What follows belongs to an exercise in optimizing a design on an open flow for small area, a short achievable clock period and few clock cycles; a production flow would make more cautious choices. Where RTL was checked, it was by simulation tests only, not by an equivalence proof against the original. Power figures rest on the tool's default switching activity, not on a simulated workload.

maple:
==> module data_mem_subsystem, before the edit <==
module data_mem_subsystem(
    input flush,
    input clk,
    input wr_en,
    input [15:0] addr,
    input [7:0] rdata,
    output [7:0] wdata,
    output stall,
    output cache_hit,
    output [15:0] mem_addr,
    output mem_wr_en,
    output [7:0] mem_wdata,
    input [7:0] mem_rdata
    );
wire [6:0] tag   = addr[15:9];
wire [5:0] index = addr[8:3];
reg [6:0] tag_field [0:63];
reg [63:0] valid;
reg [15:0] rd_addr;
reg        rd_valid;
reg [7:0] m;
reg [7:0] cand;
integer gj;
always @* begin
    for (gj = 0; gj < 8; gj = gj + 1) begin
        cand = {valid[8*gj + addr[5:3]], tag_field[8*gj + addr[5:3]]};
        m[gj] = cand[7] & (cand[6:0] == tag);
    end
end
wire lookup = m[addr[8:6]];
wire rd_done  = rd_valid & (rd_addr == addr);    
wire complete = ~wr_en & rd_done;
assign stall     = ~wr_en & ~rd_done;
assign cache_hit = lookup | ~wr_en;
assign wdata     = mem_rdata;
assign mem_wr_en = wr_en;
assign mem_wdata = rdata;
assign mem_addr  = complete ? addr + 16'd1 : addr;
always @(posedge clk) begin
    rd_addr  <= mem_addr;
    rd_valid <= ~wr_en & ~flush;
    if (complete & ~flush)
        tag_field[index] <= tag;
    if (flush)
        valid <= 64'd0;
    else if (complete)
        valid[index] <= 1'b1;
end
endmodule
==> flow/config.mk <==
export PLATFORM = sky130hd
export DESIGN_NAME = data_mem_subsystem
export DESIGN_NICKNAME = data_mem_subsystem
export VERILOG_FILES = /design/flow/design.v
export SDC_FILE = /design/flow/constraint.sdc
export NUM_CORES = 4
export LEC_CHECK = 0
export CAP_MARGIN = 20
export CORE_MARGIN = 2
export CORE_UTILIZATION = 40
export SETUP_SLACK_MARGIN = 5
export SLEW_MARGIN = 20
export SYNTH_MEMORY_MAX_BITS = 8192
==> flow/constraint.sdc <==
create_clock -name core_clock -period 10.0 [get_ports {clk}]
set_input_delay 2.0000 -clock core_clock [delete_from_list [all_inputs] [get_ports {clk}]]
set_output_delay 2.0000 -clock core_clock [all_outputs]
set_load 0.01 [all_outputs]
run.sh (not shown) runs the stock make flow with config.mk's settings and CLKGATE_MAP_FILE= SYNTH_SCRIPT=/design/flow/synth_recipe.tcl, a recipe that flattens the netlist after the stock synthesis.
The following lists how birch was set up differently from maple:
==> flow/design.v <==
`timescale 1ns / 1ps
module data_mem_subsystem(
    input flush,
    input clk,
    input wr_en,
    input [15:0] addr,
    input [7:0] rdata,
    output [7:0] wdata,
    output stall,
    output cache_hit,
    output [15:0] mem_addr,
    output mem_wr_en,
    output [7:0] mem_wdata,
    input [7:0] mem_rdata
    );
wire [6:0] tag   = addr[15:9];
wire [5:0] index = addr[8:3];
reg [6:0] tag_field [0:63];
reg [63:0] valid;
reg       second;      
reg       hit_q;       
assign stall     = ~second;
assign cache_hit = hit_q;
assign wdata     = mem_rdata;
assign mem_wr_en = wr_en;
assign mem_wdata = rdata;
assign mem_addr  = addr;
always @(posedge clk) begin
    second <= ~second & ~flush;
    hit_q  <= ~wr_en | (valid[index] & (tag_field[index] == tag));
    if (second & ~wr_en & ~flush)
        tag_field[index] <= tag;
    if (flush)
        valid <= 64'd0;
    else if (second & ~wr_en)
        valid[index] <= 1'b1;
end
endmodule
## What came out
- Compare maple and birch | relative contribution of combinational cells to total power lower: birch
- birch vs. maple: setup slack went up by 1550 ps.
- birch against maple: share of total power in the clock network climbed 0.9 points; cell count after placement shows a reduction of 79; design area saw a decrease; total power of the final layout has decreased; mapped cell area moved down.
- In birch the clock distribution area overhead in the final layout turned out 0.45 points higher than in maple.
- Measured against maple, the achievable frequency of birch comes out at 1.3 times the reference value.
- Between maple and birch, number of global-route vias before repair decreased.
- Sum of met3 wire segment lengths after detailed routing, birch vs maple: up by more than a quarter
- [birch] flip-flop and latch count fell 2.8% relative to maple
- Going from maple to birch, final routed wirelength across all metal layers higher; compound-cell area share of the yosys netlist rose by 2.4 points.
No run of this note included a check of the RTL's function; only the layout flow was run.


Another version of the RTL of data_mem_subsystem (not shown whole).
Size in the first run: about 1100 cells after synthesis, ~520 flip-flops, about 70 I/O pins.
==> module dmc_dec3n, before the edit <==
module dmc_dec3n(input [2:0] a, output [7:0] y_n);
assign y_n = ~(8'd1 << a);
endmodule
==> module data_mem_subsystem, before the edit <==
module data_mem_subsystem(
    input flush,
    input clk,
    input wr_en,
    input [15:0] addr,
    input [7:0] rdata,
    output [7:0] wdata,
    output stall,
    output cache_hit,
    output [15:0] mem_addr,
    output mem_wr_en,
    output [7:0] mem_wdata,
    input [7:0] mem_rdata
    );
wire [6:0] tag   = addr[15:9];
wire [5:0] index = addr[8:3];
reg [6:0] tag_field [0:63];
reg [63:0] valid;
reg       second;      
reg       rd_q;        
reg       valid_q;     
reg [6:0] diff_q;      
assign stall     = ~second;
assign cache_hit = rd_q | (valid_q & ~|diff_q);
assign wdata     = mem_rdata;
assign mem_wr_en = wr_en;
assign mem_wdata = rdata;
assign mem_addr  = addr;
wire [7:0] lo_n, hi_n;
dmc_dec3n u_lo (.a(index[2:0]), .y_n(lo_n));
dmc_dec3n u_hi (.a(index[5:3]), .y_n(hi_n));
wire alloc = second & rd_q;                  
wire [7:0] lo_wn = ~(8'd1 << index[2:0]);
wire [7:0] hi_wn = ~((8'd1 << index[5:3]) & {8{alloc}});
wire [63:0] line;      
wire [63:0] line_we;   
genvar g, b, t;
generate
    for (g = 0; g < 64; g = g + 1) begin : g_dec
        dmc_nor2 u_sel (.a(hi_n[g/8]),  .b(lo_n[g%8]), .y(line[g]));
        dmc_nor2 u_we  (.a(hi_wn[g/8]), .b(lo_wn[g%8]), .y(line_we[g]));
    end
endgenerate
wire [7:0] ent [0:63];
wire [21:0] part_n [0:7];
wire [7:0] entry;
generate
    for (g = 0; g < 64; g = g + 1) begin : g_ent
        assign ent[g] = {valid[g], tag_field[g]};
    end
    for (b = 0; b < 8; b = b + 1) begin : g_bit
        for (t = 0; t < 21; t = t + 1) begin : g_term
            dmc_aoi222 u (.a0(line[3*t]),   .b0(ent[3*t][b]),
                          .a1(line[3*t+1]), .b1(ent[3*t+1][b]),
                          .a2(line[3*t+2]), .b2(ent[3*t+2][b]),
                          .y(part_n[b][t]));
        end
        dmc_nand2 u_last (.a(line[63]), .b(ent[63][b]), .y(part_n[b][21]));
        wire [5:0] grp;
        wire [1:0] grp_n;
        for (t = 0; t < 5; t = t + 1) begin : g_grp
            dmc_nand4 u (.a(part_n[b][4*t]), .b(part_n[b][4*t+1]),
                         .c(part_n[b][4*t+2]), .d(part_n[b][4*t+3]), .y(grp[t]));
        end
        dmc_nand2 u_g5 (.a(part_n[b][20]), .b(part_n[b][21]), .y(grp[5]));
        dmc_nor3 u_n0 (.a(grp[0]), .b(grp[1]), .c(grp[2]), .y(grp_n[0]));
        dmc_nor3 u_n1 (.a(grp[3]), .b(grp[4]), .c(grp[5]), .y(grp_n[1]));
        dmc_nand2 u_out (.a(grp_n[0]), .b(grp_n[1]), .y(entry[b]));
    end
endgenerate
integer i;
always @(posedge clk) begin
    second  <= ~second & ~flush;
    rd_q    <= ~wr_en;
    valid_q <= entry[7];
    diff_q  <= entry[6:0] ^ tag;
    for (i = 0; i < 64; i = i + 1) begin
        if (line_we[i])
            tag_field[i] <= tag;
        valid[i] <= ~flush & (valid[i] | line_we[i]);
    end
end
endmodule
==> flow/config.mk <==
export PLATFORM = sky130hd
export DESIGN_NAME = data_mem_subsystem
export DESIGN_NICKNAME = data_mem_subsystem
export VERILOG_FILES = /design/flow/design.v
export SDC_FILE = /design/flow/constraint.sdc
export NUM_CORES = 4
export LEC_CHECK = 0
export CAP_MARGIN = 20
export CORE_MARGIN = 2
export CORE_UTILIZATION = 65
export CTS_BUF_LIST = sky130_fd_sc_hd__clkbuf_8 sky130_fd_sc_hd__clkbuf_16
export CTS_CLUSTER_DIAMETER = 60
export CTS_CLUSTER_SIZE = 20
export SLEW_MARGIN = 20
export SYNTH_HIERARCHICAL = 1
export SYNTH_MEMORY_MAX_BITS = 8192
export SYNTH_MINIMUM_KEEP_SIZE = 0
==> flow/constraint.sdc <==
create_clock -name core_clock -period 10.0 [get_ports {clk}]
set_input_delay 2.0000 -clock core_clock [delete_from_list [all_inputs] [get_ports {clk}]]
set_output_delay 2.0000 -clock core_clock [all_outputs]
set_load 0.01 [all_outputs]
standard.sh (not shown) runs the stock make flow with config.mk's settings and CLKGATE_MAP_FILE= SYNTH_SCRIPT=/design/flow/synth_recipe.tcl, a recipe that flattens the netlist after the stock synthesis.
==> flow/flow/run.sh <==
#!/bin/bash
set -euo pipefail
export SETUP_SLACK_MARGIN=5.75
export BUFFER_PORTS_ARGS="-buffer_cell sky130_fd_sc_hd__buf_4"
bash standard.sh > orfs_make.log 2>&1
Testbench counts at the start, summed over its fixed seeds: cycles 64,000.
Change:
--- a/flow/design.v
+++ b/flow/design.v
@@ -2,13 +2,10 @@
 module dmc_nor2(input a, input b, output y);
 assign y = ~(a | b);
 endmodule
 module dmc_aoi222(input a0, input b0, input a1, input b1, input a2, input b2, output y);
 assign y = ~((a0 & b0) | (a1 & b1) | (a2 & b2));
-endmodule
-module dmc_dec3n(input [2:0] a, output [7:0] y_n);
-assign y_n = ~(8'd1 << a);
 endmodule
 module dmc_nand4(input a, input b, input c, input d, output y);
 assign y = ~(a & b & c & d);
 endmodule
 module dmc_nand2(input a, input b, output y);
@@ -43,23 +40,21 @@
 assign cache_hit = rd_q | (valid_q & ~|diff_q);
 assign wdata     = mem_rdata;
 assign mem_wr_en = wr_en;
 assign mem_wdata = rdata;
 assign mem_addr  = addr;
-wire [7:0] lo_n, hi_n;
-dmc_dec3n u_lo (.a(index[2:0]), .y_n(lo_n));
-dmc_dec3n u_hi (.a(index[5:3]), .y_n(hi_n));
+wire [7:0] lo_n = ~(8'd1 << index[2:0]);
+wire [7:0] hi_n = ~(8'd1 << index[5:3]);
 wire alloc = second & rd_q;                  
-wire [7:0] lo_wn = ~(8'd1 << index[2:0]);
-wire [7:0] hi_wn = ~((8'd1 << index[5:3]) & {8{alloc}});
+wire [7:0] hi_wn = hi_n | {8{~alloc}};
 wire [63:0] line;      
 wire [63:0] line_we;   
 genvar g, b, t;
 generate
     for (g = 0; g < 64; g = g + 1) begin : g_dec
         dmc_nor2 u_sel (.a(hi_n[g/8]),  .b(lo_n[g%8]), .y(line[g]));
-        dmc_nor2 u_we  (.a(hi_wn[g/8]), .b(lo_wn[g%8]), .y(line_we[g]));
+        dmc_nor2 u_we  (.a(hi_wn[g/8]), .b(lo_n[g%8]), .y(line_we[g]));
     end
 endgenerate
 wire [7:0] ent [0:63];
 wire [21:0] part_n [0:7];
 wire [7:0] entry;
The new run produced a clean layout.
Die area falls by about 0.4%.
Non-clock buffer count rises by 9.
Area after synthesis falls by 0.39%.
Clock skew hardly moves.
Cell count is about the same.
Clock-buffer cell count is unchanged.
Worst setup slack improved by 0.0041 ns.
Worst hold slack improved by 0.014 ns.
Power falls by about 1.6%.
Sequential share of layout area rises by 0.23 points.
Clock power falls by about 4%.
Testbench counts after the change, summed over its fixed seeds: cycles 64,000.

-- afterwards: timing with drivers on the ports --
No port has a modelled driver above. Below, the same layouts with a new extraction and two added sets of constraints.
Step 1: set_driving_cell puts a clkbuf_16 on clk and a buf_2 on each other input, an assumption about the parent block.
Step 2, shift: input delay + t, output delay - t, t = (earliest + latest rising clock arrival at the registers) / 2. This alone moves slack from input paths to output paths.
Slacks: ideal / step 1 / step 2; pairs: ideal / step 1.
run	t (ns)	slack for setup (ns)	worst hold slack (ns)
maple	0.665	3.393 / 3.148 / 3.148	0.470 / 0.470 / 0.470
birch	0.655	4.942 / 4.852 / 4.431	0.412 / 0.412 / 0.412
the first run of note 2	0.577	5.749 / 5.582 / 5.382	0.456 / 0.456 / 0.456
the second run of note 2	0.570	5.753 / 5.536 / 5.437	0.469 / 0.469 / 0.469
After both steps every run listed still meets setup and hold. The setup slack of birch, which loses most, moves by -0.090 ns with the drivers and by -0.511 ns with both steps.
